This design comes from an exercise in tuning for small area on the open sky130 flow, not from production work.
The RTL was checked by simulation tests, not by an equivalence proof against the original design.
Power and IR drop assume default switching activity.

## oak
Design inc_cond_mppt, start of the top module:
module inc_cond_mppt (
    input wire clk,
    input wire reset,
    input wire start,
    input wire [15:0] voltage_in,
    input wire [15:0] current_in,
    output wire [15:0] duty_cycle,
    output reg mpp_found,
    output wire [15:0] power_out
);
Size: roughly 670 cells after synthesis, roughly 68 I/O pins.
export LEC_CHECK = 0
export CAP_MARGIN = 20
export CORE_MARGIN = 2
export CORE_UTILIZATION = 40
export SLEW_MARGIN = 20
create_clock -name core_clock -period 10.0 [get_ports {clk}]
standard.sh (not shown) runs the stock make flow with config.mk's settings and CLKGATE_MAP_FILE= SYNTH_SCRIPT=/design/flow/synth_recipe.tcl, a recipe that flattens the netlist after the stock synthesis.
==> flow/flow/run.sh <==
#!/bin/bash
# Layout flow: the standard ORFS flow, except that
#  - the cell modules of the RTL (mfa/mha adders, cx_a222oi selectors) are
#    mapped straight onto the sky130 cells (map.py), and Yosys's own
#    full-adder extraction is off (the design's adders are already explicit),
#  - ABC uses an area-oriented mapping script (abc.script), except for the
#    3a adder of the multiplier (module a3add), which is kept apart until
#    after mapping and mapped for delay (abc_a3.script),
#  - port buffers use the smallest buffer cell.
# Each tool's output goes to a log in this folder (make.log, orfs/logs/).
set -euo pipefail
W=$(pwd)
F=$W/flow
python3 $F/map.py $W/design.v $W/design_mapped.v
sed "s#^\(\s*\)log_cmd abc {\*}\$abc_args#\1log_cmd abc {*}[lreplace \$abc_args 1 1 $F/abc.script] $FLOW_TOP\n\1log_cmd abc {*}[lreplace \$abc_args 1 1 $F/abc_a3.script] a3add#" \
  $FLOW_HOME/scripts/synth.tcl > $W/flow_synth.tcl
grep -q "abc_a3.script" $W/flow_synth.tcl
sed "s#source \$::env(SCRIPTS_DIR)/synth.tcl#source $W/flow_synth.tcl#" $W/synth_recipe.tcl > $W/flow_synth_recipe.tcl
grep -q "flow_synth.tcl" $W/flow_synth_recipe.tcl
sed "s#^export VERILOG_FILES = .*#export VERILOG_FILES = $W/design_mapped.v#" $W/config.mk > $W/flow_config.mk
source $F/settings.sh
make -C $FLOW_HOME DESIGN_CONFIG=$W/flow_config.mk WORK_HOME=$W/orfs CLKGATE_MAP_FILE= \
  SYNTH_SCRIPT=$W/flow_synth_recipe.tcl ADDER_MAP_FILE= SYNTH_KEEP_MODULES=a3add \
  "${MAKE_ARGS[@]}" finish > $W/make.log 2>&1
: # left out here: write the final layout as DEF
==> flow/flow/abc.script <==
strash
dch -f
map -a
topo
stime -c
==> flow/flow/abc_a3.script <==
strash
dch
map -D 1200
topo
stime -c
==> flow/flow/settings.sh <==
MAKE_ARGS=(CAP_MARGIN=20 CORE_MARGIN=2 CORE_UTILIZATION=40 SLEW_MARGIN=20
DONT_BUFFER_PORTS=1 PRE_GLOBAL_PLACE_TCL=$F/place_pre.tcl
"MIN_BUF_CELL_AND_PORTS=sky130_fd_sc_hd__buf_1 A X"
"GPL_TIMING_DRIVEN=0"
"CTS_BUF_LIST=sky130_fd_sc_hd__clkbuf_8"
"SYNTH_INSBUF=0"
"CELL_PAD_IN_SITES_DETAIL_PLACEMENT=1"
"CELL_PAD_IN_SITES_GLOBAL_PLACEMENT=1"
"SETUP_SLACK_MARGIN=-0.25"
)
Other scripts of this flow, unchanged in this note and not shown: flow/flow/map.py, flow/flow/place_pre.tcl
What pine does differently from oak at the input level:
diff --git a/flow/flow/settings.sh b/flow/flow/settings.sh
--- a/flow/flow/settings.sh
+++ b/flow/flow/settings.sh
@@ -7,4 +7,3 @@
 "CELL_PAD_IN_SITES_DETAIL_PLACEMENT=1"
-"CELL_PAD_IN_SITES_GLOBAL_PLACEMENT=1"
-"SETUP_SLACK_MARGIN=-0.25"
+"SETUP_SLACK_MARGIN=-0.15"
 )
==> comparison <==
- Core utilization: pine higher than oak
- Reported for oak and pine, largest net degree at the start of global routing turned out identical to the last digit.
- Wire length on met3 delta for pine relative to oak: about 12% lower
- Comparing the two runs side by side, pine comes out behind oak on count of vias placed by the detailed router.
- Re sum of overflow across all layers after global routing: no difference whatsoever between oak and pine.
- Summary: with oak as the reference, wire length after detailed routing in pine moved down by a few percent.
- [compare] base=oak new=pine: setup slack of the critical path after layout increased 0.017 ns; cell count increased about 0.43%; biggest cell delay along the critical path decreased 0.06 ns.
## Diff of input files: birch against pine
==> flow/flow/abc.script <==
strash
dch
map -a
topo
stime -c
diff --git a/flow/flow/settings.sh b/flow/flow/settings.sh
--- a/flow/flow/settings.sh
+++ b/flow/flow/settings.sh
@@ -7,3 +7,4 @@
 "CELL_PAD_IN_SITES_DETAIL_PLACEMENT=1"
-"SETUP_SLACK_MARGIN=-0.15"
+"CELL_PAD_IN_SITES_GLOBAL_PLACEMENT=1"
+"SETUP_SLACK_MARGIN=-0.25"
 )
### Flow results
In terms of final setup skew, birch and pine differ only marginally.
Relative to pine, the wire length measured on birch has increased slightly.
Routability-driven placement congestion ratio delta for birch relative to pine: 6.1% lower
Re cell row count: birch is 2.3% down on pine.
birch vs pine: net load switching power down in birch
Total power: birch below pine
### birch -> maple
==> flow/flow/abc.script <==
strash
dch -f
map -a
topo
stime -c
==> flow/flow/abc_a3.script <==
strash
dch
map -D 1000
topo
stime -c
Results
- Every stage of the flow completed for maple, and the final layout passed the timing, design-rule and antenna checks.
- maple against birch: post-synthesis to final-layout area growth has remained practically unchanged, register-to-register slack has increased, design area has increased, die height has increased, arrival time of the worst setup path has increased.
### maple -> cedar
==> flow/flow/abc_a3.script <==
strash
dch
map -D 1200
topo
stime -c
diff --git a/flow/flow/settings.sh b/flow/flow/settings.sh
--- a/flow/flow/settings.sh
+++ b/flow/flow/settings.sh
@@ -8,3 +8,3 @@
 "CELL_PAD_IN_SITES_GLOBAL_PLACEMENT=1"
-"SETUP_SLACK_MARGIN=-0.25"
+"SETUP_SLACK_MARGIN=-0.15"
 )
--- outcome ---
Relative to maple, cedar improves total power. ~same die span in y in maple and cedar. maple and cedar ended up with nearly the same post-synthesis cell count. cedar: count of cell instances traversed by the critical path 5 above maple. On non-clock buffer count: between maple and cedar, it ends up higher for maple. The die area of maple and that of cedar are within noise of each other. maple → cedar: transition time at the pin with the least slew margin went down by 0.069 ns, maximum fanout along the worst path went up by about 5%. cedar reports its critical path's slowest cell as sky130_fd_sc_hd__clkdlybuf4s15_2 while maple reports sky130_fd_sc_hd__xnor2_1. On post-synthesis simple-gate area fraction, maple and cedar are neck and neck.

[port drivers added, routing unchanged]
How much do the figures lean on ideal ports? The routed layouts below were timed once more, with nothing changed but the port constraints. Step 1, drivers: a clkbuf_16 drives clk and a buf_2 each remaining input, both assumed. Step 2 moves the port delays by t, midway between the first and last clock arrival at a register: inputs arrive t later, outputs are due t later. That takes back most of the time a late clock gives input paths. Slacks: no drivers / after step 1 / after step 2; pairs: no drivers / after step 1.
run | t, ns | setup WS [ns] | worst hold slack (ns) | worst data-port slew with drivers (ns)
oak | 0.325 | 0.191 / 0.169 / 0.169 | 0.404 / 0.404 / 0.404 | 0.04
pine | 0.339 | 0.208 / 0.188 / 0.188 | 0.416 / 0.416 / 0.416 | 0.04
birch | 0.332 | 0.171 / 0.147 / 0.147 | 0.412 / 0.412 / 0.412 | 0.04
maple | 0.319 | 0.116 / 0.093 / 0.093 | 0.407 / 0.407 / 0.407 | 0.06
cedar | 0.325 | 0.280 / 0.251 / 0.251 | 0.404 / 0.404 / 0.404 | 0.04
After both steps setup and hold are still met in every run listed. For cedar, which loses most, drivers alone change the setup slack by -0.029 ns; drivers and shift together by -0.029 ns.
